This design comes from an exercise in tuning for small area and a short achievable clock period on the open sky130 flow, not from production work.
At most, simulation tests tie the RTL to the original design; equivalence was not proved.
For runs 1 to 3, only the layout was checked, not whether the RTL still works.
Power is estimated from default activity; no workload was simulated.

==> flow/design.v <==
`timescale 1ns / 1ps
module full_adder(
    input a_in,
    input b_in,
    input c_in,
    output sum,
    output carry
    );
    assign sum=a_in^b_in^c_in;
    assign carry=(a_in & b_in)|(b_in & c_in)|(a_in & c_in);
endmodule
`timescale 1ns / 1ps
module genericadder(a_in, b_in, c_in, sum, carry);
    parameter width=24;
    input [width-1:0] a_in, b_in;
    input c_in;
    output [width-1:0] sum;
    output carry;
    wire[width:0] c;
    genvar i;
    assign c[0] = c_in;
    generate
    for(i=0; i<width; i=i+1)
    begin : Adder_gen
    full_adder dut(a_in[i],b_in[i],c[i],sum[i],c[i+1]);
    end
    endgenerate
    assign carry = c[width];
    endmodule
`timescale 1ns / 1ps
module multiplier(a_in, b_in, prod);
    parameter width = 12;
    input [width-1:0] a_in;
    input [width-1:0] b_in;
    output [2*width-1:0] prod;
    assign prod = a_in * b_in;
endmodule
module mac(
     input [11:0] Ain,
     input [11:0] Bin,
     input clk,reset,
     output [24:0] Mac_out
);
    reg [24:0] acc_s;
    reg [24:4] acc_c;
    wire pp0_0 = ~(Ain[0] & Bin[0]);
    wire pp0_1 = ~(Ain[0] & Bin[1]);
    wire pp0_2 = ~(Ain[0] & Bin[2]);
    wire pp0_3 = ~(Ain[0] & Bin[3]);
    wire pp0_4 = ~(Ain[0] & Bin[4]);
    wire pp0_5 = ~(Ain[0] & Bin[5]);
    wire pp0_6 = ~(Ain[0] & Bin[6]);
    wire pp0_7 = ~(Ain[0] & Bin[7]);
    wire pp0_8 = ~(Ain[0] & Bin[8]);
    wire pp0_9 = ~(Ain[0] & Bin[9]);
    wire pp0_10 = ~(Ain[0] & Bin[10]);
    wire pp0_11 = ~(Ain[0] & Bin[11]);
    wire pp1_0 = ~(Ain[1] & Bin[0]);
    wire pp1_1 = ~(Ain[1] & Bin[1]);
    wire pp1_2 = ~(Ain[1] & Bin[2]);
    wire pp1_3 = ~(Ain[1] & Bin[3]);
    wire pp1_4 = ~(Ain[1] & Bin[4]);
    wire pp1_5 = ~(Ain[1] & Bin[5]);
    wire pp1_6 = ~(Ain[1] & Bin[6]);
    wire pp1_7 = ~(Ain[1] & Bin[7]);
    wire pp1_8 = ~(Ain[1] & Bin[8]);
    wire pp1_9 = ~(Ain[1] & Bin[9]);
    wire pp1_10 = ~(Ain[1] & Bin[10]);
    wire pp1_11 = ~(Ain[1] & Bin[11]);
    wire pp2_0 = ~(Ain[2] & Bin[0]);
    wire pp2_1 = ~(Ain[2] & Bin[1]);
    wire pp2_2 = ~(Ain[2] & Bin[2]);
    wire pp2_3 = ~(Ain[2] & Bin[3]);
    wire pp2_4 = ~(Ain[2] & Bin[4]);
    wire pp2_5 = ~(Ain[2] & Bin[5]);
    wire pp2_6 = ~(Ain[2] & Bin[6]);
    wire pp2_7 = ~(Ain[2] & Bin[7]);
    wire pp2_8 = ~(Ain[2] & Bin[8]);
    wire pp2_9 = ~(Ain[2] & Bin[9]);
    wire pp2_10 = ~(Ain[2] & Bin[10]);
    wire pp2_11 = ~(Ain[2] & Bin[11]);
    wire pp3_0 = ~(Ain[3] & Bin[0]);
    wire pp3_1 = ~(Ain[3] & Bin[1]);
    wire pp3_2 = ~(Ain[3] & Bin[2]);
    wire pp3_3 = ~(Ain[3] & Bin[3]);
    wire pp3_4 = ~(Ain[3] & Bin[4]);
    wire pp3_5 = ~(Ain[3] & Bin[5]);
    wire pp3_6 = ~(Ain[3] & Bin[6]);
    wire pp3_7 = ~(Ain[3] & Bin[7]);
    wire pp3_8 = ~(Ain[3] & Bin[8]);
    wire pp3_9 = ~(Ain[3] & Bin[9]);
    wire pp3_10 = ~(Ain[3] & Bin[10]);
    wire pp3_11 = ~(Ain[3] & Bin[11]);
    wire pp4_0 = ~(Ain[4] & Bin[0]);
    wire pp4_1 = ~(Ain[4] & Bin[1]);
    wire pp4_2 = ~(Ain[4] & Bin[2]);
    wire pp4_3 = ~(Ain[4] & Bin[3]);
    wire pp4_4 = ~(Ain[4] & Bin[4]);
    wire pp4_5 = ~(Ain[4] & Bin[5]);
    wire pp4_6 = ~(Ain[4] & Bin[6]);
    wire pp4_7 = ~(Ain[4] & Bin[7]);
    wire pp4_8 = ~(Ain[4] & Bin[8]);
    wire pp4_9 = ~(Ain[4] & Bin[9]);
    wire pp4_10 = ~(Ain[4] & Bin[10]);
    wire pp4_11 = ~(Ain[4] & Bin[11]);
    wire pp5_0 = ~(Ain[5] & Bin[0]);
    wire pp5_1 = ~(Ain[5] & Bin[1]);
    wire pp5_2 = ~(Ain[5] & Bin[2]);
    wire pp5_3 = ~(Ain[5] & Bin[3]);
    wire pp5_4 = ~(Ain[5] & Bin[4]);
    wire pp5_5 = ~(Ain[5] & Bin[5]);
    wire pp5_6 = ~(Ain[5] & Bin[6]);
    wire pp5_7 = ~(Ain[5] & Bin[7]);
    wire pp5_8 = ~(Ain[5] & Bin[8]);
    wire pp5_9 = ~(Ain[5] & Bin[9]);
    wire pp5_10 = ~(Ain[5] & Bin[10]);
    wire pp5_11 = ~(Ain[5] & Bin[11]);
    wire pp6_0 = ~(Ain[6] & Bin[0]);
    wire pp6_1 = ~(Ain[6] & Bin[1]);
    wire pp6_2 = ~(Ain[6] & Bin[2]);
    wire pp6_3 = ~(Ain[6] & Bin[3]);
    wire pp6_4 = ~(Ain[6] & Bin[4]);
    wire pp6_5 = ~(Ain[6] & Bin[5]);
    wire pp6_6 = ~(Ain[6] & Bin[6]);
    wire pp6_7 = ~(Ain[6] & Bin[7]);
    wire pp6_8 = ~(Ain[6] & Bin[8]);
    wire pp6_9 = ~(Ain[6] & Bin[9]);
    wire pp6_10 = ~(Ain[6] & Bin[10]);
    wire pp6_11 = ~(Ain[6] & Bin[11]);
    wire pp7_0 = ~(Ain[7] & Bin[0]);
    wire pp7_1 = ~(Ain[7] & Bin[1]);
    wire pp7_2 = ~(Ain[7] & Bin[2]);
    wire pp7_3 = ~(Ain[7] & Bin[3]);
    wire pp7_4 = ~(Ain[7] & Bin[4]);
    wire pp7_5 = ~(Ain[7] & Bin[5]);
    wire pp7_6 = ~(Ain[7] & Bin[6]);
    wire pp7_7 = ~(Ain[7] & Bin[7]);
    wire pp7_8 = ~(Ain[7] & Bin[8]);
    wire pp7_9 = ~(Ain[7] & Bin[9]);
    wire pp7_10 = ~(Ain[7] & Bin[10]);
    wire pp7_11 = ~(Ain[7] & Bin[11]);
    wire pp8_0 = ~(Ain[8] & Bin[0]);
    wire pp8_1 = ~(Ain[8] & Bin[1]);
    wire pp8_2 = ~(Ain[8] & Bin[2]);
    wire pp8_3 = ~(Ain[8] & Bin[3]);
    wire pp8_4 = ~(Ain[8] & Bin[4]);
    wire pp8_5 = ~(Ain[8] & Bin[5]);
    wire pp8_6 = ~(Ain[8] & Bin[6]);
    wire pp8_7 = ~(Ain[8] & Bin[7]);
    wire pp8_8 = ~(Ain[8] & Bin[8]);
    wire pp8_9 = ~(Ain[8] & Bin[9]);
    wire pp8_10 = ~(Ain[8] & Bin[10]);
    wire pp8_11 = ~(Ain[8] & Bin[11]);
    wire pp9_0 = ~(Ain[9] & Bin[0]);
    wire pp9_1 = ~(Ain[9] & Bin[1]);
    wire pp9_2 = ~(Ain[9] & Bin[2]);
    wire pp9_3 = ~(Ain[9] & Bin[3]);
    wire pp9_4 = ~(Ain[9] & Bin[4]);
    wire pp9_5 = ~(Ain[9] & Bin[5]);
    wire pp9_6 = ~(Ain[9] & Bin[6]);
    wire pp9_7 = ~(Ain[9] & Bin[7]);
    wire pp9_8 = ~(Ain[9] & Bin[8]);
    wire pp9_9 = ~(Ain[9] & Bin[9]);
    wire pp9_10 = ~(Ain[9] & Bin[10]);
    wire pp9_11 = ~(Ain[9] & Bin[11]);
    wire pp10_0 = ~(Ain[10] & Bin[0]);
    wire pp10_1 = ~(Ain[10] & Bin[1]);
    wire pp10_2 = ~(Ain[10] & Bin[2]);
    wire pp10_3 = ~(Ain[10] & Bin[3]);
    wire pp10_4 = ~(Ain[10] & Bin[4]);
    wire pp10_5 = ~(Ain[10] & Bin[5]);
    wire pp10_6 = ~(Ain[10] & Bin[6]);
    wire pp10_7 = ~(Ain[10] & Bin[7]);
    wire pp10_8 = ~(Ain[10] & Bin[8]);
    wire pp10_9 = ~(Ain[10] & Bin[9]);
    wire pp10_10 = ~(Ain[10] & Bin[10]);
    wire pp10_11 = ~(Ain[10] & Bin[11]);
    wire pp11_0 = ~(Ain[11] & Bin[0]);
    wire pp11_1 = ~(Ain[11] & Bin[1]);
    wire pp11_2 = ~(Ain[11] & Bin[2]);
    wire pp11_3 = ~(Ain[11] & Bin[3]);
    wire pp11_4 = ~(Ain[11] & Bin[4]);
    wire pp11_5 = ~(Ain[11] & Bin[5]);
    wire pp11_6 = ~(Ain[11] & Bin[6]);
    wire pp11_7 = ~(Ain[11] & Bin[7]);
    wire pp11_8 = ~(Ain[11] & Bin[8]);
    wire pp11_9 = ~(Ain[11] & Bin[9]);
    wire pp11_10 = ~(Ain[11] & Bin[10]);
    wire pp11_11 = ~(Ain[11] & Bin[11]);
    wire na_s0 = ~acc_s[0];
    wire na_s1 = ~acc_s[1];
    wire na_s2 = ~acc_s[2];
    wire na_s3 = ~acc_s[3];
    wire na_s4 = ~acc_s[4];
    wire na_c4 = ~acc_c[4];
    wire na_s5 = ~acc_s[5];
    wire na_c5 = ~acc_c[5];
    wire na_s6 = ~acc_s[6];
    wire na_c6 = ~acc_c[6];
    wire na_s7 = ~acc_s[7];
    wire na_c7 = ~acc_c[7];
    wire na_s8 = ~acc_s[8];
    wire na_c8 = ~acc_c[8];
    wire na_s9 = ~acc_s[9];
    wire na_c9 = ~acc_c[9];
    wire na_s10 = ~acc_s[10];
    wire na_c10 = ~acc_c[10];
    wire na_s11 = ~acc_s[11];
    wire na_c11 = ~acc_c[11];
    wire na_s12 = ~acc_s[12];
    wire na_c12 = ~acc_c[12];
    wire na_s13 = ~acc_s[13];
    wire na_c13 = ~acc_c[13];
    wire na_s14 = ~acc_s[14];
    wire na_c14 = ~acc_c[14];
    wire na_s15 = ~acc_s[15];
    wire na_c15 = ~acc_c[15];
    wire na_s16 = ~acc_s[16];
    wire na_c16 = ~acc_c[16];
    wire na_s17 = ~acc_s[17];
    wire na_c17 = ~acc_c[17];
    wire na_s18 = ~acc_s[18];
    wire na_c18 = ~acc_c[18];
    wire na_s19 = ~acc_s[19];
    wire na_c19 = ~acc_c[19];
    wire na_s20 = ~acc_s[20];
    wire na_c20 = ~acc_c[20];
    wire na_s21 = ~acc_s[21];
    wire na_c21 = ~acc_c[21];
    wire na_s22 = ~acc_s[22];
    wire na_c22 = ~acc_c[22];
    wire na_s23 = ~acc_s[23];
    wire na_c23 = ~acc_c[23];
    wire na_s24 = ~acc_s[24];
    wire na_c24 = ~acc_c[24];
    wire s1, c2;
    wire s3, c4;
    wire s5, c6;
    wire s7, c8;
    wire s9, c10;
    wire s11, c12;
    wire s13, c14;
    wire s15, c16;
    wire s17, c18;
    wire s19, c20;
    wire s21, c22;
    wire s23, c24;
    wire s25, c26;
    wire s27, c28;
    wire s29, c30;
    wire s31, c32;
    wire s33, c34;
    wire s35, c36;
    wire s37, c38;
    wire s39, c40;
    wire s41, c42;
    wire s43, c44;
    wire s45, c46;
    wire s47, c48;
    wire s49, c50;
    wire s51, c52;
    wire s53, c54;
    wire s55, c56;
    wire s57, c58;
    wire s59, c60;
    wire s61, c62;
    wire s63, c64;
    wire s65, c66;
    wire s67, c68;
    wire s69, c70;
    wire s71, c72;
    wire s73, c74;
    wire s75, c76;
    wire s77, c78;
    wire s79, c80;
    wire s81, c82;
    wire s83, c84;
    wire s85, c86;
    wire s87, c88;
    wire s89, c90;
    wire s91, c92;
    wire s93, c94;
    wire s95, c96;
    wire s97, c98;
    wire s99, c100;
    wire s101, c102;
    wire s103, c104;
    wire s105, c106;
    wire s107, c108;
    wire s109, c110;
    wire s111, c112;
    wire s113, c114;
    wire s115, c116;
    wire s117, c118;
    wire s119, c120;
    wire s121, c122;
    wire s123, c124;
    wire s125, c126;
    wire s127, c128;
    wire s129, c130;
    wire s131, c132;
    wire s133, c134;
    wire s135, c136;
    wire s137, c138;
    wire s139, c140;
    wire s141, c142;
    wire s143, c144;
    wire s145, c146;
    wire s147, c148;
    wire s149, c150;
    wire s151, c152;
    wire s153, c154;
    wire s155, c156;
    wire s157, c158;
    wire s159, c160;
    wire s161, c162;
    wire s163, c164;
    wire s165, c166;
    wire s167, c168;
    wire s169, c170;
    wire s171, c172;
    wire s173, c174;
    wire s175, c176;
    wire s177, c178;
    wire s179, c180;
    wire s181, c182;
    wire s183, c184;
    wire s185, c186;
    wire s187, c188;
    wire s189, c190;
    wire s191, c192;
    wire s193, c194;
    wire s195, c196;
    wire s197, c198;
    wire s199, c200;
    wire s201, c202;
    wire s203, c204;
    wire s205, c206;
    wire s207, c208;
    wire s209, c210;
    wire s211, c212;
    wire s213, c214;
    wire s215, c216;
    wire s217, c218;
    wire s219, c220;
    wire s221, c222;
    wire s223, c224;
    wire s225, c226;
    wire s227, c228;
    wire s229, c230;
    wire s231, c232;
    wire s233, c234;
    wire s235, c236;
    wire s237, c238;
    wire s239, c240;
    wire s241, c242;
    wire s243, c244;
    wire s245, c246;
    wire s247, c248;
    wire s249, c250;
    wire s251, c252;
    wire s253, c254;
    wire s255, c256;
    wire s257, c258;
    wire s259, c260;
    wire s261, c262;
    wire s263, c264;
    wire s265, c266;
    wire s267, c268;
    wire s269, c270;
    wire s271, c272;
    wire s273, c274;
    wire s275, c276;
    wire s277, c278;
    wire s279, c280;
    wire s281, c282;
    wire s283, c284;
    wire s285, c286;
    wire s287, c288;
    wire s289, c290;
    wire s291, c292;
    wire s293, c294;
    wire s295, c296;
    wire s297, c298;
    wire s299, c300;
    wire s301, c302;
    wire s303, c304;
    wire s305, c306;
    wire s307, c308;
    wire s309, c310;
    wire s311, c312;
    wire s313, c314;
    xnor2m h0s (na_s0, pp0_0, s1);
    or2m h0c (na_s0, pp0_0, c2);
    xnor2m h1s (na_s1, pp0_1, s3);
    or2m h1c (na_s1, pp0_1, c4);
    full_adder f2 (pp1_0, s3, c2, s5, c6);
    xnor2m h3s (na_s2, pp0_2, s7);
    or2m h3c (na_s2, pp0_2, c8);
    full_adder f4 (pp1_1, pp2_0, s7, s9, c10);
    full_adder f5 (c4, s9, c6, s11, c12);
    xnor2m h6s (na_s3, pp0_3, s13);
    or2m h6c (na_s3, pp0_3, c14);
    full_adder f7 (pp1_2, pp2_1, pp3_0, s15, c16);
    full_adder f8 (s13, c8, s15, s17, c18);
    full_adder f9 (c10, s17, c12, s19, c20);
    xnor2m h10s (na_s4, na_c4, s21);
    or2m h10c (na_s4, na_c4, c22);
    full_adder f11 (s21, pp0_4, pp1_3, s23, c24);
    full_adder f12 (pp2_2, pp3_1, pp4_0, s25, c26);
    full_adder f13 (c14, c16, s23, s27, c28);
    full_adder f14 (s25, c18, s27, s29, c30);
    xnor2m h15s (na_s5, na_c5, s31);
    or2m h15c (na_s5, na_c5, c32);
    full_adder f16 (s31, c22, pp0_5, s33, c34);
    full_adder f17 (pp1_4, pp2_3, pp3_2, s35, c36);
    full_adder f18 (pp4_1, pp5_0, c24, s37, c38);
    full_adder f19 (c26, s33, s35, s39, c40);
    full_adder f20 (s37, c28, s39, s41, c42);
    xnor2m h21s (na_s6, na_c6, s43);
    or2m h21c (na_s6, na_c6, c44);
    full_adder f22 (s43, c32, pp0_6, s45, c46);
    full_adder f23 (pp1_5, pp2_4, pp3_3, s47, c48);
    full_adder f24 (pp4_2, pp5_1, pp6_0, s49, c50);
    full_adder f25 (c34, c36, s45, s51, c52);
    full_adder f26 (s47, s49, c38, s53, c54);
    full_adder f27 (c40, s51, s53, s55, c56);
    xnor2m h28s (na_s7, na_c7, s57);
    or2m h28c (na_s7, na_c7, c58);
    full_adder f29 (s57, c44, pp0_7, s59, c60);
    full_adder f30 (pp1_6, pp2_5, pp3_4, s61, c62);
    full_adder f31 (pp4_3, pp5_2, pp6_1, s63, c64);
    full_adder f32 (pp7_0, c46, c48, s65, c66);
    full_adder f33 (c50, s59, s61, s67, c68);
    full_adder f34 (s63, c52, s65, s69, c70);
    full_adder f35 (s67, c54, s69, s71, c72);
    xnor2m h36s (na_s8, na_c8, s73);
    or2m h36c (na_s8, na_c8, c74);
    full_adder f37 (s73, c58, pp0_8, s75, c76);
    full_adder f38 (pp1_7, pp2_6, pp3_5, s77, c78);
    full_adder f39 (pp4_4, pp5_3, pp6_2, s79, c80);
    full_adder f40 (pp7_1, pp8_0, c60, s81, c82);
    full_adder f41 (c62, c64, s75, s83, c84);
    full_adder f42 (s77, s79, c66, s85, c86);
    full_adder f43 (s81, c68, s83, s87, c88);
    full_adder f44 (s85, c70, s87, s89, c90);
    xnor2m h45s (na_s9, na_c9, s91);
    or2m h45c (na_s9, na_c9, c92);
    full_adder f46 (s91, c74, pp0_9, s93, c94);
    full_adder f47 (pp1_8, pp2_7, pp3_6, s95, c96);
    full_adder f48 (pp4_5, pp5_4, pp6_3, s97, c98);
    full_adder f49 (pp7_2, pp8_1, pp9_0, s99, c100);
    full_adder f50 (c76, c78, c80, s101, c102);
    full_adder f51 (s93, s95, s97, s103, c104);
    full_adder f52 (s99, c82, c84, s105, c106);
    full_adder f53 (s101, s103, c86, s107, c108);
    full_adder f54 (c88, s105, s107, s109, c110);
    xnor2m h55s (na_s10, na_c10, s111);
    or2m h55c (na_s10, na_c10, c112);
    full_adder f56 (s111, c92, pp0_10, s113, c114);
    full_adder f57 (pp1_9, pp2_8, pp3_7, s115, c116);
    full_adder f58 (pp4_6, pp5_5, pp6_4, s117, c118);
    full_adder f59 (pp7_3, pp8_2, pp9_1, s119, c120);
    full_adder f60 (pp10_0, c94, c96, s121, c122);
    full_adder f61 (c98, c100, s113, s123, c124);
    full_adder f62 (s115, s117, s119, s125, c126);
    full_adder f63 (c102, s121, c104, s127, c128);
    full_adder f64 (s123, s125, c106, s129, c130);
    full_adder f65 (s127, c108, s129, s131, c132);
    xnor2m h66s (na_s11, na_c11, s133);
    or2m h66c (na_s11, na_c11, c134);
    full_adder f67 (s133, c112, pp0_11, s135, c136);
    full_adder f68 (pp1_10, pp2_9, pp3_8, s137, c138);
    full_adder f69 (pp4_7, pp5_6, pp6_5, s139, c140);
    full_adder f70 (pp7_4, pp8_3, pp9_2, s141, c142);
    full_adder f71 (pp10_1, pp11_0, c114, s143, c144);
    full_adder f72 (c116, c118, c120, s145, c146);
    full_adder f73 (s135, s137, s139, s147, c148);
    full_adder f74 (s141, c122, c124, s149, c150);
    full_adder f75 (s143, c126, s145, s151, c152);
    full_adder f76 (s147, c128, s149, s153, c154);
    full_adder f77 (s151, c130, s153, s155, c156);
    xnor2m h78s (na_s12, na_c12, s157);
    or2m h78c (na_s12, na_c12, c158);
    full_adder f79 (s157, c134, pp1_11, s159, c160);
    full_adder f80 (pp2_10, pp3_9, pp4_8, s161, c162);
    full_adder f81 (pp5_7, pp6_6, pp7_5, s163, c164);
    full_adder f82 (pp8_4, pp9_3, pp10_2, s165, c166);
    full_adder f83 (pp11_1, c136, c138, s167, c168);
    full_adder f84 (c140, c142, s159, s169, c170);
    full_adder f85 (s161, s163, s165, s171, c172);
    full_adder f86 (c144, c146, s167, s173, c174);
    full_adder f87 (c148, s169, s171, s175, c176);
    full_adder f88 (c150, c152, s173, s177, c178);
    full_adder f89 (s175, c154, s177, s179, c180);
    full_adder f90 (na_s13, na_c13, c158, s181, c182);
    full_adder f91 (s181, pp2_11, pp3_10, s183, c184);
    full_adder f92 (pp4_9, pp5_8, pp6_7, s185, c186);
    full_adder f93 (pp7_6, pp8_5, pp9_4, s187, c188);
    full_adder f94 (pp10_3, pp11_2, c160, s189, c190);
    full_adder f95 (c162, c164, c166, s191, c192);
    full_adder f96 (s183, s185, s187, s193, c194);
    full_adder f97 (c168, c170, s189, s195, c196);
    full_adder f98 (c172, s191, s193, s197, c198);
    full_adder f99 (c174, s195, c176, s199, c200);
    full_adder f100 (s197, c178, s199, s201, c202);
    full_adder f101 (na_s14, na_c14, c182, s203, c204);
    full_adder f102 (s203, pp3_11, pp4_10, s205, c206);
    full_adder f103 (pp5_9, pp6_8, pp7_7, s207, c208);
    full_adder f104 (pp8_6, pp9_5, pp10_4, s209, c210);
    full_adder f105 (pp11_3, c184, c186, s211, c212);
    full_adder f106 (c188, s205, s207, s213, c214);
    full_adder f107 (s209, c190, c192, s215, c216);
    full_adder f108 (s211, c194, s213, s217, c218);
    full_adder f109 (c196, s215, c198, s219, c220);
    full_adder f110 (s217, c200, s219, s221, c222);
    full_adder f111 (na_s15, na_c15, c204, s223, c224);
    full_adder f112 (s223, pp4_11, pp5_10, s225, c226);
    full_adder f113 (pp6_9, pp7_8, pp8_7, s227, c228);
    full_adder f114 (pp9_6, pp10_5, pp11_4, s229, c230);
    full_adder f115 (c206, c208, c210, s231, c232);
    full_adder f116 (s225, s227, s229, s233, c234);
    full_adder f117 (c212, c214, s231, s235, c236);
    full_adder f118 (s233, c216, c218, s237, c238);
    full_adder f119 (s235, c220, s237, s239, c240);
    full_adder f120 (na_s16, na_c16, c224, s241, c242);
    full_adder f121 (pp5_11, pp6_10, pp7_9, s243, c244);
    full_adder f122 (pp8_8, pp9_7, pp10_6, s245, c246);
    full_adder f123 (pp11_5, s241, c226, s247, c248);
    full_adder f124 (c228, c230, s243, s249, c250);
    full_adder f125 (s245, c232, s247, s251, c252);
    full_adder f126 (c234, s249, c236, s253, c254);
    full_adder f127 (s251, s253, c238, s255, c256);
    full_adder f128 (na_s17, na_c17, pp6_11, s257, c258);
    full_adder f129 (pp7_10, pp8_9, pp9_8, s259, c260);
    full_adder f130 (pp10_7, pp11_6, c242, s261, c262);
    full_adder f131 (c244, c246, s257, s263, c264);
    full_adder f132 (s259, s261, c248, s265, c266);
    full_adder f133 (c250, s263, c252, s267, c268);
    full_adder f134 (s265, c254, s267, s269, c270);
    full_adder f135 (na_s18, na_c18, pp7_11, s271, c272);
    full_adder f136 (pp8_10, pp9_9, pp10_8, s273, c274);
    full_adder f137 (pp11_7, c258, c260, s275, c276);
    full_adder f138 (c262, s271, s273, s277, c278);
    full_adder f139 (c264, s275, s277, s279, c280);
    full_adder f140 (c266, s279, c268, s281, c282);
    full_adder f141 (na_s19, na_c19, pp8_11, s283, c284);
    full_adder f142 (pp9_10, pp10_9, pp11_8, s285, c286);
    full_adder f143 (c272, c274, s283, s287, c288);
    full_adder f144 (s285, c276, c278, s289, c290);
    full_adder f145 (s287, c280, s289, s291, c292);
    full_adder f146 (na_s20, na_c20, pp9_11, s293, c294);
    full_adder f147 (pp10_10, pp11_9, c284, s295, c296);
    full_adder f148 (c286, s293, c288, s297, c298);
    full_adder f149 (s295, c290, s297, s299, c300);
    full_adder f150 (na_s21, na_c21, pp10_11, s301, c302);
    full_adder f151 (pp11_10, c294, s301, s303, c304);
    full_adder f152 (c296, s303, c298, s305, c306);
    full_adder f153 (na_s22, na_c22, pp11_11, s307, c308);
    full_adder f154 (c302, s307, c304, s309, c310);
    full_adder f155 (na_s23, na_c23, c308, s311, c312);
    xnor2m h156s (na_s24, na_c24, s313);
    or2m h156c (na_s24, na_c24, c314);
    wire [24:0] ns = {s313, s311, s309, c300, c292, s291, c270, c256, c240, c222, c202, c180, c156, c132, c110, c90, c72, c56, c42, c30, s29, s19, s11, s5, s1};
    wire [24:4] nc = {c312, c310, c306, s305, s299, c282, s281, s269, s255, s239, s221, s201, s179, s155, s131, s109, s89, s71, s55, s41, c20};
    always @(posedge clk) begin
        acc_s <= ~(ns | {25{reset}});
        acc_c <= ~(nc | {21{reset}});
    end
    assign Mac_out = acc_s + {acc_c, 4'd0};
endmodule
module fa_fast(input a, input b, input c, output sum, output carry);
    wire ab;
    xor2m x1 (a, b, ab);
    xor2m x2 (ab, c, sum);
    maj3m m1 (a, b, c, carry);
endmodule
module xor2m(input a, input b, output y);
    assign y = a ^ b;
endmodule
module xnor2m(input a, input b, output y);
    assign y = ~(a ^ b);
endmodule
module or2m(input a, input b, output y);
    assign y = a | b;
endmodule
module maj3m(input a, input b, input c, output y);
    assign y = (a & b) | (a & c) | (b & c);
endmodule
==> flow/flow/run.sh <==
#!/bin/bash
# The standard layout (the standard.sh, standard synthesis unchanged), with
# two options: the port buffers are buf_2 cells, and the setup repair aims at
# a slack margin of 7.0 ns.  ORFS keeps each step's log in orfs/logs; the make
# output goes to standard.log.
set -o pipefail
bash standard.sh BUFFER_PORTS_ARGS="-buffer_cell sky130_fd_sc_hd__buf_2" SETUP_SLACK_MARGIN=7.0 finish > standard.log 2>&1
==> flow/standard.sh <==
#!/bin/bash
# synth_recipe.tcl (not shown) runs the flow's synth.tcl, then flattens the netlist and writes it again
# the make line also repeats each setting of config.mk as NAME=value (left out here)
make -C /OpenROAD-flow-scripts/flow DESIGN_CONFIG=/design/flow/config.mk WORK_HOME=/design/flow/orfs CLKGATE_MAP_FILE= SYNTH_SCRIPT=/design/flow/synth_recipe.tcl "${@:-finish}"
==> flow/config.mk <==
export PLATFORM = sky130hd
export DESIGN_NAME = mac
export DESIGN_NICKNAME = mac
export VERILOG_FILES = /design/flow/design.v
export SDC_FILE = /design/flow/constraint.sdc
export NUM_CORES = 4
export LEC_CHECK = 0
export CAP_MARGIN = 20
export CORE_MARGIN = 2
export CORE_UTILIZATION = 60
export CTS_BUF_LIST = sky130_fd_sc_hd__clkbuf_4 sky130_fd_sc_hd__clkbuf_8
export SLEW_MARGIN = 20
export SYNTH_HIERARCHICAL = 1
==> flow/constraint.sdc <==
create_clock -name core_clock -period 12.5 [get_ports {clk}]
set_input_delay 2.5000 -clock core_clock [delete_from_list [all_inputs] [get_ports {clk}]]
set_output_delay 2.5000 -clock core_clock [all_outputs]
set_load 0.01 [all_outputs]
==> results.tsv, run 1 <==
metric	value	unit
sequential element share of the synthesized area	15.4	%
worst min path class	reg -> reg	
share of power burned in registers	16.5	%
CTS tree	done	
number of synthesized flops with an enable pin	0	
share of cells above drive strength 1	9.81	%
clock sinks	46	
number of synthesized register bits	46	
number of standard cells in the final layout excluding fillers	775	
number of endpoints with negative hold slack in the final report	0	
RSZ-0062 raised after global routing	no	
YS warnings	7	
Maximum Capacitance Violations	0	
category of the worst setup path launch point	input pin	
cell occurring most often along the worst timing path	sky130_fd_sc_hd__fa_1	
GRT Total Usage	30.0	%
CP max stage cell	sky130_fd_sc_hd__fa_1	
internal cell power	0.000767	W
GR Overflow Total	0	
detailed-routing iteration count for the pre-antenna-repair pass	5	
Final min period	5240	ps
Post-Synthesis Cell Area	0.00600	mm²
area delta synth->final	6.47	%
routability-driven placement congestion ratio	0.868	
post-detailed-route via-to-cell ratio	5.63	
wire length on met3	841	µm
final cycle utilization of the critical path	41.9	%
site row count	36	
CP Data Required Time	12660	ps
gate count after technology mapping	618	
overall power after layout	0.00145	W
antenna violations before repair	0	
highest ir drop seen on vdd	118	µV
cell-by-cell listing of the critical path	buf_2, nand2_1, fa_1, fa_1, fa_1, fa_1, fa_1, nor2_1	
post-place instance area	0.00627	mm²
DP Cell Count	767	
largest incremental delay on the critical path	520	ps
post-route cell area	0.00638	mm²
vias in the first global route	5035	
number of H-tree branching levels	2	
predominant post-synthesis flop cell	sky130_fd_sc_hd__dfxtp_1	
Final Util	65.6	%
estimated wirelength of the detail-placed design	11300	µm
Clock power frac	8.1	%
Layout Nets	831	
Setup Buffers After CTS	0	
library cell occupying the most area in the post-synthesis netlist	sky130_fd_sc_hd__fa_1	
proportion of netlist area held by the largest area contributor	48.1	%
Total Wirelength	14500	µm
starting density of the core	61.6	%
max-slew violation total from the final report	0	
IO buf count	50	
leakage power	2.49	nW
power share of the combinational group	75.4	%
switching part of the total	47.2	%
Clock Pin Slew Worst Setup and Hold Paths	90	ps
endpoint arrival time on the critical path	5400	ps
diodes inserted	0	
die span in x	104	µm
net switching power of the design	0.000684	W
floorplan core area	0.00973	mm²
maximum number of pins on one net before global-route repair	47	
total of hold buffers inserted after clock tree synthesis	0	
Iteration-0 DRC Markers	162	
CTS Buf Count	5	
Via Count	4365	
accumulated negative setup slack	0	ps
post-synthesis cell type count	42	
biggest area contributors in the synthesized netlist	sky130_fd_sc_hd__fa_1 (48%), sky130_fd_sc_hd__dfxtp_1 (15%), sky130_fd_sc_hd__nand2_1 (9.6%)	
clock latency of the later-clocked register in the worst-skew pair	310	ps
sort of element at the end of the critical path	flop	
actual slew at the worst max-slew pin	875	ps
I/O Pins	51	
worst-path fanout max	12	
largest buffer count on any clock path	2	
post-detailed-route count of antenna-violating nets	0	
Met1 Wirelength	5310	µm
result of the run	timing/DRC/antenna clean	
power density over cell area	227	mW/mm²
Gates resized, CTS repair	0	
Setup-failing EPs final	0	
cell chosen for the clock root	sky130_fd_sc_hd__clkbuf_8	
share of async-settable or async-resettable flops after synthesis	0	%
tightest slew margin relative to the limit	41.7	%
average size of a mapped cell	9.70	µm²
Wirelength per Cell	18.7	µm
DR top layer	met4	
drc violations	0	
kind of critical path	in -> reg	
Die Height	104	µm
maximum frequency from static timing analysis	191	MHz
Fin Clk Skew	4.47	ps
length of routed met2 wiring	7790	µm
total nets after synthesis	808	
Total Die Area	0.0108	mm²
global-route wire length before repair	25100	µm
[through the flow]
stage          setup WS [ps]  hold WS, ps
6_report                7260          556
5_1_grt                 7150          620
4_1_cts                 7260          568
3_5_place_dp            6920          542
3_3_place_gp            6930          517
2_1_floorplan           7130          503
[worst max-delay path, delay by kind of cell]
kind          cells  cell delay (ps)
simple gates      2              170
buf+inv           1              270
fa+ha+maj         5             2450
[flip-flops by register name, summed over array words and instances (netlist names)]
register  count
acc_s        25
acc_c        21
[cell usage in the layout, fill, tap and decap left out, types with 2 or more instances in the layout]
cell                         n
sky130_fd_sc_hd__dfxtp_1    46
sky130_fd_sc_hd__a21o_1      6
sky130_fd_sc_hd__inv_1      50
sky130_fd_sc_hd__nand3_1     2
sky130_fd_sc_hd__or3_1       2
sky130_fd_sc_hd__fa_1      144
sky130_fd_sc_hd__and3_1      2
sky130_fd_sc_hd__nor2_1     54
sky130_fd_sc_hd__xor2_1      7
sky130_fd_sc_hd__nor3_1      3
sky130_fd_sc_hd__a31oi_1     2
sky130_fd_sc_hd__nor2b_1     3
sky130_fd_sc_hd__o211a_1     2
sky130_fd_sc_hd__nand2_1   154
sky130_fd_sc_hd__xnor2_1    23
sky130_fd_sc_hd__or2_1      13
sky130_fd_sc_hd__clkbuf_8    5
sky130_fd_sc_hd__clkbuf_4    2
sky130_fd_sc_hd__o221ai_1    2
sky130_fd_sc_hd__o211ai_1    3
sky130_fd_sc_hd__a21oi_1    20
sky130_fd_sc_hd__o21ai_0     7
sky130_fd_sc_hd__and4_1      2
sky130_fd_sc_hd__buf_2      50
sky130_fd_sc_hd__ha_1       20
[metal layers]
layer  up-vias  GRT usage, %
li1       1935             -
met1      2237          36.6
met2       154          53.9
met3        39          4.39
met4         0          11.7
met5         -             0
[cells by family after synthesis]
group	count (synthesis)	synth area share [%]
compound gates	53	5.95
xor+xnor	30	4.38
flops	46	15.4
mux	1	0.167
fa+ha+maj	164	52.3
simple gates	240	16.4
buf+inv	84	5.51
[final timing paths]
path | to | startpoint | cells past startpoint | slack [ps]
worst max-delay path | acc_c[12] | Ain[1] | 8 | 7260
worst min-delay path | acc_s[0] | acc_s[0] | 3 | 560
worst max register to register | acc_c[17] | acc_c[12] | 11 | 8160
worst min register to register | acc_s[0] | acc_s[0] | 3 | 560
[synth_stat cells (all sizes together) (13+ instances only)]
master and instances:
a21oi 20, dfxtp 46, nand2 154, or2 13, fa 144, ha 20
nor2 54, xnor2 23, inv 50, clkbuf 27
[power by group through the flow]
stage          sequential (W)  clock [W]  combinational [W]
2_1_floorplan        0.000231          0           0.000831
3_3_place_gp         0.000244          0            0.00109
3_5_place_dp         0.000243          0            0.00111
4_1_cts              0.000241   0.000120            0.00112
5_1_grt              0.000246   0.000126            0.00128
6_report             0.000240   0.000117            0.00109
[per-module statistics from Yosys (local to each module, per instance)]
module      cells  times used  flops+latches
mac           448           1             46
full_adder      1         143              0
xnor2m          1          14              0
or2m            1          13              0
[cell type report]
| cell class | instances | area (µm²) |
|---|---|---|
| Fill cell | 850 | 3350 |
| Multi-Input combinational cell | 488 | 4740 |
| Clock inverter | 1 | 30.0 |
| Timing Repair Buffer | 50 | 250 |
| Sequential cell | 46 | 921 |
| Tap cell | 133 | 166 |
| Clock buffer | 7 | 83.8 |
| Inverter | 50 | 188 |
==> run 2, diff against run 1 <==
==> flow/flow/run.sh (replaced) <==
#!/bin/bash
# The standard layout (the standard.sh, standard synthesis unchanged), with
# two options: the port buffers are buf_2 cells, and the setup repair aims at
# a slack margin of 7.25 ns.  ORFS keeps each step's log in orfs/logs; the make
# output goes to standard.log.
set -o pipefail
bash standard.sh BUFFER_PORTS_ARGS="-buffer_cell sky130_fd_sc_hd__buf_2" SETUP_SLACK_MARGIN=7.25 finish > standard.log 2>&1
==> run 2 against run 1 <==
  * Still clean on timing, DRC and antenna
  * Sequential share of layout area hardly changed
  * Cell area is 0.29% higher
  * Clock power hardly changed
  * Area after synthesis stayed put
  * Via count is 0.94% lower
  * Count of clock-buffer cells in the layout is 2 lower
  * Register-to-register slack worse by 70 ps
  * Global-route usage is 1.7 points lower
  * First-iteration DRC count is 19% higher
  * Core utilization is 0.19 points higher
  * Cell count stayed put
  * Largest power group unchanged
==> results.tsv, run 2 <==
metric	value	unit	change
instance count on the critical path	8		unchanged
Total Die Area	0.0108	mm²	unchanged
Via Count	4324		-0.94%
Wirelength per Cell	18.1	µm	-3.2%
number of standard cells in the final layout excluding fillers	775		unchanged
drc violations	0		unchanged
site row count	36		unchanged
cell with the most instances after synthesis	sky130_fd_sc_hd__nand2_1		
Clock Pin Slew Worst Setup and Hold Paths	90	ps	about the same
starting density of the core	61.6	%	unchanged
total of hold buffers inserted after clock tree synthesis	0		unchanged
post-synthesis cell type count	42		unchanged
leakage power	2.49	nW	+0.17%
Fin Clk Skew	12.6	ps	+8.15 ps
share of cells above drive strength 1	9.81	%	unchanged
estimated wirelength of the detail-placed design	11300	µm	-0.19%
share of power burned in registers	16.4	%	about the same
largest buffer count on any clock path	2		unchanged
actual slew at the worst max-slew pin	920	ps	+44.8 ps
Final min period	5170	ps	-63.5 ps
register area	921	µm²	unchanged
maximum number of pins on one net before global-route repair	47		unchanged
number of buffer and inverter instances along the worst setup path	1		unchanged
vias in the first global route	4805		-4.6%
IO buf count	50		unchanged
cell occurring most often along the worst timing path	sky130_fd_sc_hd__fa_1		
cell chosen for the clock root	sky130_fd_sc_hd__clkbuf_8		
number of H-tree branching levels	2		unchanged
number of endpoints with negative hold slack in the final report	0		unchanged
YS warnings	7		unchanged
worst-path fanout max	12		unchanged
library cell occupying the most area in the post-synthesis netlist	sky130_fd_sc_hd__fa_1		
share of async-settable or async-resettable flops after synthesis	0	%	unchanged
power density over cell area	229	mW/mm²	+0.74%
leading cell types by count after synthesis	sky130_fd_sc_hd__nand2_1 (154), sky130_fd_sc_hd__fa_1 (144), sky130_fd_sc_hd__nor2_1 (54)		
Maximum Capacitance Violations	0		unchanged
predominant post-synthesis flop cell	sky130_fd_sc_hd__dfxtp_1		
accumulated negative setup slack	0	ps	unchanged
internal cell power	0.000770	W	+0.34%
floorplan core area	0.00973	mm²	unchanged
Layout Nets	831		unchanged
setup slack of the worst register-to-register path	8090	ps	-70 ps
sort of element at the end of the critical path	flop		
average size of a mapped cell	9.70	µm²	unchanged
number of synthesized register bits	46		unchanged
Hold Slack	552	ps	-4.37 ps
max FFs per register	25		unchanged
capture point of the worst reg-to-reg path	acc_c[17]		
Post-Synthesis Cell Area	0.00600	mm²	unchanged
cell family contributing the most delay on the critical path	adder cells		
die span in x	104	µm	unchanged
switching part of the total	47.5	%	+0.37 points
net switching power of the design	0.000697	W	+1.8%
proportion of netlist area held by the largest area contributor	48.1	%	unchanged
result of the run	timing/DRC/antenna clean		
Final Util	65.8	%	+0.19 points
global-route wire length before repair	23700	µm	-5.8%
GRT Total Usage	28.4	%	-1.7 points
registers with the most flip-flops	acc_s: 25 flops, acc_c: 21 flops		
final cycle utilization of the critical path	41.4	%	-0.51 points
beginning of the worst register-to-register path	acc_c[12]		
highest ir drop seen on vdd	130	µV	+10%
clock sinks	46		unchanged
detailed-routing iteration count for the pre-antenna-repair pass	6		+1
worst setup margin	7330	ps	+63.5 ps
Die Height	104	µm	unchanged
RSZ-0062 raised after global routing	no		
fillers	840		-1.2%
most common library cell in the layout ignoring fill and taps	sky130_fd_sc_hd__nand2_1		
Clock power frac	8.0	%	about the same
routability-driven placement congestion ratio	0.867		-0.10%
I/O Pins	51		unchanged
maximum frequency from static timing analysis	193	MHz	+1.2%
biggest area contributors in the synthesized netlist	sky130_fd_sc_hd__fa_1 (48%), sky130_fd_sc_hd__dfxtp_1 (15%), sky130_fd_sc_hd__nand2_1 (9.6%)		
Iteration-0 DRC Markers	192		+19%
CP max stage cell	sky130_fd_sc_hd__fa_1		
post-detailed-route count of antenna-violating nets	0		unchanged
antenna violations before repair	0		unchanged
number of synthesized flops with an enable pin	0		unchanged
Total Wirelength	14000	µm	-3.2%
GR Overflow Total	0		unchanged
max-slew violation total from the final report	0		unchanged
post-detailed-route via-to-cell ratio	5.58		-0.94%
endpoint arrival time on the critical path	5350	ps	-50 ps
largest register by flop count	acc_s		
endpoint of the most critical setup path	acc_c[11]		
kind of critical path	in -> reg		
diodes inserted	0		unchanged
launching instance or port of the critical path	Ain[7]		
CTS tree	done		
DP Cell Count	767		unchanged
worst min path class	reg -> reg		
tightest slew margin relative to the limit	38.7	%	-3.0 points
clock latency of the later-clocked register in the worst-skew pair	320	ps	about the same
cells on worst reg2reg path	11		unchanged
Setup-failing EPs final	0		unchanged
Setup WS pre-CTS	6970	ps	+46.4 ps
multi-input combinational cell area	0.00474	mm²	unchanged
largest incremental delay on the critical path	530	ps	about the same
commonest cells after routing, fill and taps aside	sky130_fd_sc_hd__nand2_1 (154), sky130_fd_sc_hd__fa_1 (144), sky130_fd_sc_hd__nor2_1 (54)		
CP Data Required Time	12670	ps	about the same
power share of the combinational group	75.6	%	+0.2 points
category of the worst setup path launch point	input pin		
total nets after synthesis	808		unchanged
cell-by-cell listing of the critical path	buf_2, nand2_1, fa_1, fa_1, fa_1, fa_1, fa_1, nor2_1		
area delta synth->final	6.78	%	
gate count after technology mapping	618		unchanged
sequential element share of the synthesized area	15.4	%	unchanged
CTS Buf Count	5		unchanged
==> run 2: cell counts after synthesis <==
Identical to the previous run, type by type.
==> run 2: worst min-delay path by stage <==
stage | cells past startpoint | start | slack, ps | end
final | 3 | acc_s[24] | 550 | acc_s[24]
after global routing | 3 | acc_s[0] | 590 | acc_s[0]
after CTS | 3 | acc_s[0] | 560 | acc_s[0]
after detailed placement | 3 | acc_s[0] | 530 | acc_s[0]
after global placement | 3 | acc_s[24] | 510 | acc_s[24]
after floorplan | 3 | acc_s[24] | 500 | acc_s[24]
==> run 2: metrics by stage <==
step,power (W),instance area [µm²]
global route,0.00165,6400
global placement,0.00133,6270
CTS,0.00149,6380
floorplan,0.00106,6020
detailed placement,0.00136,6270
finish,0.00147,6400
==> run 2: routing by layer <==
| layer | track usage [%] | vias to the layer above | share of wire (%) |
|---|---|---|---|
| met1 | 35.0 | 2200 | 37 |
| met5 | 0 | - | 0 |
| met3 | 4.64 | 20 | 6.1 |
| met4 | 8.78 | 0 | 2.3 |
| li1 | - | 1935 | - |
| met2 | 51.2 | 169 | 55 |
==> run 2: cells by family after synthesis <==
| logic type | Yosys count | share of synthesized area [%] |
|---|---|---|
| adders and majority gates | 164 | 52.3 |
| muxes | 1 | 0.167 |
| xor gates and xnor gates | 30 | 4.38 |
| DFF | 46 | 15.4 |
| buffers and inverters | 84 | 5.51 |
| AOI/OAI and AO/OA | 53 | 5.95 |
| and+or+nand+nor | 240 | 16.4 |
==> run 2: Yosys stat by module (local to each module, per instance) <==
module,flops+latches,copies in the design
full_adder,0,143
xnor2m,0,14
or2m,0,13
mac,46,1
==> run 2: final cells by class <==
type | instances | area share (%)
multi-input cells | 488 | 74.1
flip-flops and latches | 46 | 14.4
repair buffers | 50 | 4.22
clock buffers | 5 | 1.07
inverters | 50 | 2.93
well taps | 133 | 2.60
clock inverters | 3 | 0.684
==> run 2: what timing repair did <==
action                                  CTS  global route
endpoints found under the setup margin    0             7
resized for setup                         0             9
buffers inserted                          0             0
==> run 2: worst min-delay path: cells and delay by family, from the launching register on <==
kind / cells / cell delay [ps]
and+or+nand+nor: 1 / 70
buffers and inverters: 1 / 60
xor gates and xnor gates: 1 / 60
DFF: 1 / 330
==> run 2: power groups by stage <==
stage                     logic (W)  clock network, W  registers (W)
after floorplan            0.000832                 0       0.000231
after global placement      0.00109                 0       0.000244
after detailed placement    0.00112                 0       0.000243
after CTS                   0.00113          0.000121       0.000241
after global routing        0.00128          0.000125       0.000246
final                       0.00111          0.000118       0.000240
==> run 3, diff against run 2 <==
==> flow/flow/run.sh (replaced) <==
#!/bin/bash
# The standard layout (the standard.sh, standard synthesis unchanged), with
# two options: the port buffers are buf_2 cells, and the setup repair aims at
# a slack margin of 7.8 ns.  ORFS keeps each step's log in orfs/logs; the make
# output goes to standard.log.
set -o pipefail
bash standard.sh BUFFER_PORTS_ARGS="-buffer_cell sky130_fd_sc_hd__buf_2" SETUP_SLACK_MARGIN=7.8 finish > standard.log 2>&1
--- a/flow/config.mk
+++ b/flow/config.mk
@@ -9,4 +9,3 @@
 export CORE_MARGIN = 2
-export CORE_UTILIZATION = 60
-export CTS_BUF_LIST = sky130_fd_sc_hd__clkbuf_4 sky130_fd_sc_hd__clkbuf_8
+export CORE_UTILIZATION = 40
 export SLEW_MARGIN = 20
==> run 3 against run 2 <==
  * Still clean on timing, DRC and antenna
  * Cell area grew 22%
  * Clock power is 24% higher
  * Area after synthesis did not move
  * Power increased by 15%
  * Sequential share of layout area fell by 2.3 points
  * Die area is 48% higher
  * Flip-flop and latch count stayed put
  * Critical path depth is the same
  * Count of clock-buffer cells in the layout up 2
==> results.tsv, run 3 <==
metric	value	unit	change
site row count	44		+22%
cell-by-cell listing of the critical path	buf_12, nand2_4, fa_2, fa_2, fa_1, fa_1, fa_2, nor2_1		
worst setup margin	7570	ps	+240 ps
tightest slew margin relative to the limit	36.3	%	-2.4 points
final cycle utilization of the critical path	39.5	%	-1.9 points
area delta synth->final	30.6	%	
Clock Pin Slew Worst Setup and Hold Paths	70	ps	-20 ps
endpoint arrival time on the critical path	5080	ps	-270 ps
Fin Clk Skew	6.47	ps	-6.15 ps
max-slew violation total from the final report	0		unchanged
worst-path fanout max	7		-5
Setup WS pre-CTS	7010	ps	+41.1 ps
floorplan core area	0.0146	mm²	+50%
estimated wirelength of the detail-placed design	12100	µm	+6.7%
RSZ-0062 raised after global routing	yes		
maximum frequency from static timing analysis	203	MHz	+4.9%
Die Height	126	µm	+22%
result of the run	timing/DRC/antenna clean		
Hold Slack	543	ps	-9.06 ps
fillers	1301		+55%
CTS Buf Count	5		unchanged
worst min path class	reg -> reg		
sort of element at the end of the critical path	flop		
Total Wirelength	15900	µm	+14%
Iteration-0 DRC Markers	242		+26%
detailed-routing iteration count for the pre-antenna-repair pass	5		-1
sequential element share of the synthesized area	15.4	%	unchanged
Setup-failing EPs final	0		unchanged
share of cells above drive strength 1	38.4	%	+29 points
library cell occupying the most area in the post-synthesis netlist	sky130_fd_sc_hd__fa_1		
largest register by flop count	acc_s		
actual slew at the worst max-slew pin	955	ps	+35.7 ps
routability-driven placement congestion ratio	0.867		about the same
leading cell types by count after synthesis	sky130_fd_sc_hd__nand2_1 (154), sky130_fd_sc_hd__fa_1 (144), sky130_fd_sc_hd__nor2_1 (54)		
clock sinks	46		unchanged
area fraction in and, or, nand and nor cells after synthesis	16.4	%	unchanged
largest incremental delay on the critical path	540	ps	about the same
starting density of the core	41.1	%	-21 points
number of endpoints with negative hold slack in the final report	0		unchanged
biggest area contributors in the synthesized netlist	sky130_fd_sc_hd__fa_1 (48%), sky130_fd_sc_hd__dfxtp_1 (15%), sky130_fd_sc_hd__nand2_1 (9.6%)		
overall power after layout	0.00169	W	+15%
maximum number of pins on one net before global-route repair	47		unchanged
total nets after synthesis	808		unchanged
diodes inserted	0		unchanged
I/O Pins	51		unchanged
post-detailed-route count of antenna-violating nets	0		unchanged
category of the worst setup path launch point	input pin		
Via Count	4502		+4.1%
CP max stage cell	sky130_fd_sc_hd__fa_2		
GR Overflow Total	0		unchanged
Layout Nets	877		+5.5%
cell with the most instances after synthesis	sky130_fd_sc_hd__nand2_1		
area share of xor/xnor cells in the synthesized design	4.38	%	unchanged
leakage power	2.92	nW	+17%
drc violations	0		unchanged
GRT Total Usage	20.8	%	-7.6 points
total of hold buffers inserted after clock tree synthesis	0		unchanged
cell occurring most often along the worst timing path	sky130_fd_sc_hd__fa_2		
most common library cell in the layout ignoring fill and taps	sky130_fd_sc_hd__nand2_1		
highest ir drop seen on vdd	126	µV	-2.6%
share of async-settable or async-resettable flops after synthesis	0	%	unchanged
proportion of netlist area held by the largest area contributor	48.1	%	unchanged
antenna violations before repair	0		unchanged
mux cell area share after synthesis	0.167	%	unchanged
number of buffer and inverter instances along the worst setup path	1		unchanged
Wirelength per Cell	18.3	µm	+0.90%
post-detailed-route via-to-cell ratio	5.16		-7.5%
adder and majority cell fraction of the synthesized area	52.3	%	unchanged
predominant post-synthesis flop cell	sky130_fd_sc_hd__dfxtp_1		
clock latency of the later-clocked register in the worst-skew pair	290	ps	-30 ps
IO buf count	50		unchanged
post-synthesis compound-gate area fraction	5.95	%	unchanged
power density over cell area	216	mW/mm²	-5.8%
CP Data Required Time	12650	ps	-20 ps
number of synthesized flops with an enable pin	0		unchanged
largest family of logic cells by synthesized area	adder cells		
accumulated negative setup slack	0	ps	unchanged
Post-Synthesis Cell Area	0.00600	mm²	unchanged
vias in the first global route	5061		+5.3%
Maximum Capacitance Violations	0		unchanged
Final min period	4930	ps	-240 ps
Final Util	53.7	%	-12 points
registers with the most flip-flops	acc_s: 25 flops, acc_c: 21 flops		
global-route wire length before repair	26000	µm	+9.8%
average size of a mapped cell	9.70	µm²	unchanged
largest buffer count on any clock path	2		unchanged
YS warnings	7		unchanged
cell chosen for the clock root	sky130_fd_sc_hd__clkbuf_16		
number of synthesized register bits	46		unchanged
CTS tree	done		
commonest cells after routing, fill and taps aside	sky130_fd_sc_hd__nand2_1 (123), sky130_fd_sc_hd__fa_2 (75), sky130_fd_sc_hd__fa_1 (69)		
gate count after technology mapping	618		unchanged
post-synthesis cell type count	42		unchanged
Total Die Area	0.0160	mm²	+48%
cell family contributing the most delay on the critical path	adder cells		
number of H-tree branching levels	2		unchanged
die span in x	126	µm	+22%
kind of critical path	in -> reg		
max FFs per register	25		unchanged
-- run 3: cell counts after synthesis --
No cell type changed its count.
-- run 3: cells by family after synthesis --
logic type               after synthesis
AND/OR/NAND/NOR                      240
adder cells (fa/ha/maj)              164
buffers and inverters                 84
AO/OA/AOI/OAI                         53
flip-flops                            46
XOR/XNOR                              30
multiplexers                           1
-- run 3: where the power goes --
| part | internal, W | switching (W) |
|---|---|---|
| clock | 0.0000856 | 0.0000607 |
| combinational | 0.000627 | 0.000657 |
| sequential | 0.000212 | 0.0000463 |
-- run 3: final timing paths --
kind	from	to	slack (ps)	depth (start not counted)
setup / recovery	Bin[10]	acc_c[12]	7570	8
hold reg to reg	acc_s[24]	acc_s[24]	540	3
hold / removal	acc_s[24]	acc_s[24]	540	3
setup reg to reg	acc_s[12]	acc_c[18]	8080	12
-- run 3: per-module statistics from Yosys, one instance, submodules excluded --
module	flip-flops and latches	cells
or2m	0	1
mac	46	448
xnor2m	0	1
full_adder	0	1
-- run 3: worst min-delay path, stage by stage (launching register included) --
cell and delay, ps:
sky130_fd_sc_hd__dfxtp_1 320, sky130_fd_sc_hd__inv_1 60, sky130_fd_sc_hd__xnor2_1 60, sky130_fd_sc_hd__nor2_1 70
-- run 3: layout make-up --
type | count | area [µm²] | area share (%)
clock inverter | 1 | 8.76 | 0.112
timing repair buffer | 96 | 978 | 12.5
tap | 184 | 230 | 2.94
inverter | 50 | 188 | 2.40
multi-input combinational | 488 | 5330 | 68.0
clock buffer | 7 | 153 | 1.95
sequential | 46 | 946 | 12.1
-- run 3: routing by layer --
layer	wire length, µm	part of all wire, %	vias up	global-route usage (%)
met5	0	0	-	0
met4	330	2.1	0	5.37
met3	642	4.0	26	2.28
met2	8840	55	121	38.4
met1	6120	38	2324	25.9
li1	-	-	2031	-
-- run 3: per-stage QoR --
| stage | cells | cell area [µm²] |
|---|---|---|
| after CTS | 864 | 7660 |
| final | 872 | 7830 |
| after global routing | 872 | 7830 |
| after floorplan | 618 | 6540 |
| after global placement | 818 | 6560 |
| after detailed placement | 818 | 6560 |
-- run 3: repair_timing --
item,4_1_cts,5_1_grt
gates cloned,1,0
setup endpoints to repair,37,32
gates resized for setup,157,29
buffers inserted,37,8
pin swaps,38,18
==> run 4, diff against run 3 <==
--- a/flow/design.v
+++ b/flow/design.v
@@ -194,5 +194,3 @@
     wire na_s4 = ~acc_s[4];
-    wire na_c4 = ~acc_c[4];
     wire na_s5 = ~acc_s[5];
-    wire na_c5 = ~acc_c[5];
     wire na_s6 = ~acc_s[6];
@@ -200,3 +198,2 @@
     wire na_s7 = ~acc_s[7];
-    wire na_c7 = ~acc_c[7];
     wire na_s8 = ~acc_s[8];
@@ -228,3 +225,2 @@
     wire na_s21 = ~acc_s[21];
-    wire na_c21 = ~acc_c[21];
     wire na_s22 = ~acc_s[22];
@@ -232,5 +228,3 @@
     wire na_s23 = ~acc_s[23];
-    wire na_c23 = ~acc_c[23];
     wire na_s24 = ~acc_s[24];
-    wire na_c24 = ~acc_c[24];
     wire s1, c2;
@@ -406,32 +400,32 @@
     full_adder f9 (c10, s17, c12, s19, c20);
-    xnor2m h10s (na_s4, na_c4, s21);
-    or2m h10c (na_s4, na_c4, c22);
-    full_adder f11 (s21, pp0_4, pp1_3, s23, c24);
-    full_adder f12 (pp2_2, pp3_1, pp4_0, s25, c26);
-    full_adder f13 (c14, c16, s23, s27, c28);
-    full_adder f14 (s25, c18, s27, s29, c30);
-    xnor2m h15s (na_s5, na_c5, s31);
-    or2m h15c (na_s5, na_c5, c32);
-    full_adder f16 (s31, c22, pp0_5, s33, c34);
-    full_adder f17 (pp1_4, pp2_3, pp3_2, s35, c36);
-    full_adder f18 (pp4_1, pp5_0, c24, s37, c38);
-    full_adder f19 (c26, s33, s35, s39, c40);
-    full_adder f20 (s37, c28, s39, s41, c42);
+    xnor2m h10s (na_s4, pp0_4, s21);
+    or2m h10c (na_s4, pp0_4, c22);
+    full_adder f11 (pp1_3, pp2_2, pp3_1, s23, c24);
+    full_adder f12 (pp4_0, s21, c14, s25, c26);
+    full_adder f13 (c16, s23, s25, s27, c28);
+    full_adder f14 (c18, s27, c20, s29, c30);
+    xnor2m h15s (na_s5, pp0_5, s31);
+    or2m h15c (na_s5, pp0_5, c32);
+    full_adder f16 (pp1_4, pp2_3, pp3_2, s33, c34);
+    full_adder f17 (pp4_1, pp5_0, s31, s35, c36);
+    full_adder f18 (c22, c24, s33, s37, c38);
+    full_adder f19 (s35, c26, s37, s39, c40);
+    full_adder f20 (c28, s39, c30, s41, c42);
     xnor2m h21s (na_s6, na_c6, s43);
     or2m h21c (na_s6, na_c6, c44);
-    full_adder f22 (s43, c32, pp0_6, s45, c46);
-    full_adder f23 (pp1_5, pp2_4, pp3_3, s47, c48);
-    full_adder f24 (pp4_2, pp5_1, pp6_0, s49, c50);
-    full_adder f25 (c34, c36, s45, s51, c52);
-    full_adder f26 (s47, s49, c38, s53, c54);
-    full_adder f27 (c40, s51, s53, s55, c56);
-    xnor2m h28s (na_s7, na_c7, s57);
-    or2m h28c (na_s7, na_c7, c58);
-    full_adder f29 (s57, c44, pp0_7, s59, c60);
-    full_adder f30 (pp1_6, pp2_5, pp3_4, s61, c62);
-    full_adder f31 (pp4_3, pp5_2, pp6_1, s63, c64);
-    full_adder f32 (pp7_0, c46, c48, s65, c66);
-    full_adder f33 (c50, s59, s61, s67, c68);
-    full_adder f34 (s63, c52, s65, s69, c70);
-    full_adder f35 (s67, c54, s69, s71, c72);
+    full_adder f22 (s43, pp0_6, pp1_5, s45, c46);
+    full_adder f23 (pp2_4, pp3_3, pp4_2, s47, c48);
+    full_adder f24 (pp5_1, pp6_0, c32, s49, c50);
+    full_adder f25 (c34, s45, s47, s51, c52);
+    full_adder f26 (c36, s49, c38, s53, c54);
+    full_adder f27 (s51, c40, s53, s55, c56);
+    xnor2m h28s (na_s7, c44, s57);
+    or2m h28c (na_s7, c44, c58);
+    full_adder f29 (s57, pp0_7, pp1_6, s59, c60);
+    full_adder f30 (pp2_5, pp3_4, pp4_3, s61, c62);
+    full_adder f31 (pp5_2, pp6_1, pp7_0, s63, c64);
+    full_adder f32 (c46, c48, s59, s65, c66);
+    full_adder f33 (s61, s63, c50, s67, c68);
+    full_adder f34 (c52, s65, s67, s69, c70);
+    full_adder f35 (c54, s69, c56, s71, c72);
     xnor2m h36s (na_s8, na_c8, s73);
@@ -443,4 +437,4 @@
     full_adder f41 (c62, c64, s75, s83, c84);
-    full_adder f42 (s77, s79, c66, s85, c86);
-    full_adder f43 (s81, c68, s83, s87, c88);
+    full_adder f42 (s77, s79, s81, s85, c86);
+    full_adder f43 (c66, s83, c68, s87, c88);
     full_adder f44 (s85, c70, s87, s89, c90);
@@ -456,3 +450,3 @@
     full_adder f53 (s101, s103, c86, s107, c108);
-    full_adder f54 (c88, s105, s107, s109, c110);
+    full_adder f54 (s105, c88, s107, s109, c110);
     xnor2m h55s (na_s10, na_c10, s111);
@@ -555,12 +549,12 @@
     full_adder f149 (s295, c290, s297, s299, c300);
-    full_adder f150 (na_s21, na_c21, pp10_11, s301, c302);
-    full_adder f151 (pp11_10, c294, s301, s303, c304);
-    full_adder f152 (c296, s303, c298, s305, c306);
+    full_adder f150 (na_s21, pp10_11, pp11_10, s301, c302);
+    full_adder f151 (c294, s301, c296, s303, c304);
+    full_adder f152 (c298, s303, c300, s305, c306);
     full_adder f153 (na_s22, na_c22, pp11_11, s307, c308);
     full_adder f154 (c302, s307, c304, s309, c310);
-    full_adder f155 (na_s23, na_c23, c308, s311, c312);
-    xnor2m h156s (na_s24, na_c24, s313);
-    or2m h156c (na_s24, na_c24, c314);
-    wire [24:0] ns = {s313, s311, s309, c300, c292, s291, c270, c256, c240, c222, c202, c180, c156, c132, c110, c90, c72, c56, c42, c30, s29, s19, s11, s5, s1};
-    wire [24:4] nc = {c312, c310, c306, s305, s299, c282, s281, s269, s255, s239, s221, s201, s179, s155, s131, s109, s89, s71, s55, s41, c20};
+    full_adder f155 (na_s23, c308, c310, s311, c312);
+    xnor2m h156s (na_s24, c312, s313);
+    or2m h156c (na_s24, c312, c314);
+    wire [24:0] ns = {s313, s311, s309, s305, c292, s291, c270, c256, c240, c222, c202, c180, c156, c132, c110, c90, s89, s71, s55, s41, s29, s19, s11, s5, s1};
+    wire [24:4] nc = {1'b1, 1'b1, c306, 1'b1, s299, c282, s281, s269, s255, s239, s221, s201, s179, s155, s131, s109, c72, 1'b1, c42, 1'b1, 1'b1};
     always @(posedge clk) begin
==> flow/flow/run.sh (replaced) <==
#!/bin/bash
# The standard layout (the standard.sh, standard synthesis unchanged), with
# two options: the port buffers are buf_2 cells, and the setup repair aims at
# a slack margin of 7.5 ns.  ORFS keeps each step's log in orfs/logs; the make
# output goes to standard.log.
set -o pipefail
bash standard.sh BUFFER_PORTS_ARGS="-buffer_cell sky130_fd_sc_hd__buf_2" SETUP_SLACK_MARGIN=7.5 finish > standard.log 2>&1
--- a/flow/config.mk
+++ b/flow/config.mk
@@ -9,3 +9,4 @@
 export CORE_MARGIN = 2
-export CORE_UTILIZATION = 40
+export CORE_UTILIZATION = 60
+export CTS_BUF_LIST = sky130_fd_sc_hd__clkbuf_4 sky130_fd_sc_hd__clkbuf_8
 export SLEW_MARGIN = 20
==> run 4 against run 3 <==
  * Still clean
  * Clock power shrank 22%
  * Power shrank 14%
  * Flip-flop and latch count shrank 6
  * Sequential power shrank 17%
  * Global-route usage grew 8.4 points
  * Register-to-register slack lost 90 ps
  * Clock skew is essentially flat
  * Die area shrank 36%
  * Non-clock buffer count shrank 45
  * Via count shrank 9.0%
  * Critical path type unchanged
==> results.tsv, run 4 <==
metric	value	unit	change
post-synthesis compound-gate area fraction	5.87	%	-0.082 points
DP Cell Count	700		-14%
Wirelength per Cell	18.8	µm	+2.7%
estimated wirelength of the detail-placed design	10800	µm	-10%
CTS Buf Count	5		unchanged
maximum number of pins on one net before global-route repair	41		-13%
total nets after synthesis	760		-5.9%
starting density of the core	61.7	%	+21 points
die span in x	101	µm	-20%
average size of a mapped cell	9.87	µm²	+1.7%
wire length on met3	729	µm	+14%
Via Count	4098		-9.0%
cell chosen for the clock root	sky130_fd_sc_hd__clkbuf_8		
tightest slew margin relative to the limit	45.2	%	+8.9 points
largest buffer count on any clock path	2		unchanged
Layout Nets	782		-11%
largest family of logic cells by synthesized area	adder cells		
max FFs per register	25		unchanged
Final min period	4950	ps	+12.1 ps
YS warnings	7		unchanged
actual slew at the worst max-slew pin	822	ps	-133 ps
Post-Synthesis Cell Area	0.00567	mm²	-5.4%
Met1 Wirelength	4920	µm	-20%
highest ir drop seen on vdd	124	µV	-1.7%
detailed-routing iteration count for the pre-antenna-repair pass	4		-1
adder and majority cell fraction of the synthesized area	54.0	%	+1.7 points
worst-path fanout max	12		+5
vias in the first global route	4524		-11%
total of hold buffers inserted after clock tree synthesis	0		unchanged
final cycle utilization of the critical path	39.6	%	+0.097 points
proportion of netlist area held by the largest area contributor	50.5	%	+2.4 points
CP Data Required Time	12660	ps	about the same
site row count	35		-20%
largest register by flop count	acc_s		
number of synthesized flops with an enable pin	0		unchanged
mux cell area share after synthesis	0	%	-0.17 points
sequential element share of the synthesized area	14.1	%	-1.2 points
leakage power	2.35	nW	-20%
number of synthesized register bits	40		-13%
internal cell power	0.000768	W	-17%
CTS tree	done		
registers with the most flip-flops	acc_s: 25 flops, acc_c: 15 flops		
IO buf count	50		unchanged
sort of element at the end of the critical path	flop		
diodes inserted	0		unchanged
floorplan core area	0.00920	mm²	-37%
result of the run	timing/DRC/antenna clean		
most common library cell in the layout ignoring fill and taps	sky130_fd_sc_hd__nand2_1		
share of power burned in registers	14.7	%	-0.6 points
Total Die Area	0.0103	mm²	-36%
area share of xor/xnor cells in the synthesized design	4.48	%	+0.094 points
Clock power frac	7.8	%	-0.9 points
clock latency of the later-clocked register in the worst-skew pair	300	ps	about the same
cell with the most instances after synthesis	sky130_fd_sc_hd__nand2_1		
switching part of the total	47.3	%	+2.1 points
share of async-settable or async-resettable flops after synthesis	0	%	unchanged
GRT Total Usage	29.2	%	+8.4 points
antenna violations before repair	0		unchanged
global-route wire length before repair	22500	µm	-13%
Setup-failing EPs final	0		unchanged
leading cell types by count after synthesis	sky130_fd_sc_hd__nand2_1 (152), sky130_fd_sc_hd__fa_1 (143), sky130_fd_sc_hd__nor2_1 (44)		
RSZ-0062 raised after global routing	no		
clock sinks	40		-13%
area fraction in and, or, nand and nor cells after synthesis	15.9	%	-0.50 points
worst min path class	reg -> reg		
length of routed met2 wiring	7270	µm	-18%
max-slew violation total from the final report	0		unchanged
I/O Pins	51		unchanged
number of standard cells in the final layout excluding fillers	709		-19%
net switching power of the design	0.000689	W	-9.7%
Fin Clk Skew	6.48	ps	+0.00236 ps
run 4: changes by cell type after synthesis, sizes merged, moves of 3 or more:
cell / before / now
a21o: 6 / 3
xor2: 7 / 3
xnor2: 23 / 26
nor3: 3 / 0
dfxtp: 46 / 40
nor2: 54 / 45
inv: 50 / 42
nand3: 2 / 5
a21oi: 20 / 15
ha: 20 / 16
run 4: worst max-delay path: stages:
cell and delay, ps:
sky130_fd_sc_hd__buf_12 120, sky130_fd_sc_hd__nand2_2 70, sky130_fd_sc_hd__fa_2 580, sky130_fd_sc_hd__fa_2 450
sky130_fd_sc_hd__fa_2 380, sky130_fd_sc_hd__fa_2 450, sky130_fd_sc_hd__fa_1 500, sky130_fd_sc_hd__nor2_1 40
run 4: what timing repair did:
action	in CTS	in global routing
pin swaps	0	16
resized for setup	21	58
setup buffers	0	1
setup endpoints to repair	6	12
run 4: routing by layer:
metal / up-vias / GRT usage, %
li1: 1803 / -
met1: 2148 / 37.3
met2: 122 / 51.2
met3: 25 / 4.14
met4: 0 / 10.5
met5: - / 0
run 4: modules after synthesis, one instance, submodules excluded:
| module | cells | cell area [µm²] |
|---|---|---|
| mac | 405 | 2610 |
| full_adder | 1 | 20.0 |
| or2m | 1 | 6.26 |
| xnor2m | 1 | 8.76 |
run 4: cells by family after synthesis:
logic type      after synthesis
compound gates               47
buf+inv                      78
fa+ha+maj                   159
flops                        40
xor+xnor                     29
simple gates                222
run 4: worst paths after layout:
| path | startpoint | to | slack [ps] | depth (start not counted) |
|---|---|---|---|---|
| worst max-delay path | Ain[9] | acc_c[13] | 7550 | 8 |
| worst min-delay path | acc_s[24] | acc_s[24] | 550 | 3 |
| worst max register to register | acc_c[12] | acc_s[21] | 7990 | 12 |
| worst min register to register | acc_s[24] | acc_s[24] | 550 | 3 |
run 4: cell type report:
| cell class | count | area (µm²) | share of cell area (%) |
|---|---|---|---|
| inverter | 42 | 158 | 2.44 |
| sequential | 40 | 801 | 12.4 |
| clock buffer | 5 | 68.8 | 1.06 |
| tap | 111 | 139 | 2.15 |
| clock inverter | 3 | 46.3 | 0.715 |
| multi-input combinational | 457 | 4770 | 73.7 |
| timing repair buffer | 51 | 492 | 7.60 |
run 4: stage by stage:
step | power [W] | util, % | hold WS (ps) | worst slack [ps]
2_1_floorplan | 0.00105 | - | 504 | 7390
3_3_place_gp | 0.00131 | 66.1 | 520 | 7070
3_5_place_dp | 0.00134 | 66.1 | 536 | 7050
4_1_cts | 0.00147 | 67.9 | 559 | 7500
5_1_grt | 0.00162 | 70.4 | 594 | 7500
6_report | 0.00146 | 70.4 | 549 | 7550
run 4: power by group through the flow:
stage	clock, W	combinational, W	sequential [W]
floorplan	0	0.000841	0.000206
global placement	0	0.00109	0.000217
detailed placement	0	0.00113	0.000217
CTS	0.000117	0.00114	0.000215
global route	0.000122	0.00128	0.000219
finish	0.000114	0.00113	0.000214

## what the ideal ports hide
No port has a modelled driver above. Below, the same layouts with a new extraction and two added sets of constraints.
Step 1 sets driving cells, clkbuf_16 on the clock port and buf_2 on the other inputs (assumed; they add their load-dependent delay and slew).
Step 2 times the ports against the registers' clock, not the clock port: input delays grow and output delays shrink by t, the midpoint of the rising clock arrivals with the driver on.
a / b / c = ideal ports / drivers / drivers and shift; a / b = the first two.
| run | t (ns) | slack for setup (ns) |
|---|---|---|
| run 1 | 0.337 | 7.263 / 7.276 / 6.939 |
| run 2 | 0.352 | 7.326 / 7.340 / 6.988 |
| run 3 | 0.327 | 7.566 / 7.541 / 7.214 |
| run 4 | 0.333 | 7.554 / 7.525 / 7.192 |
After both steps every run listed still meets setup and hold.
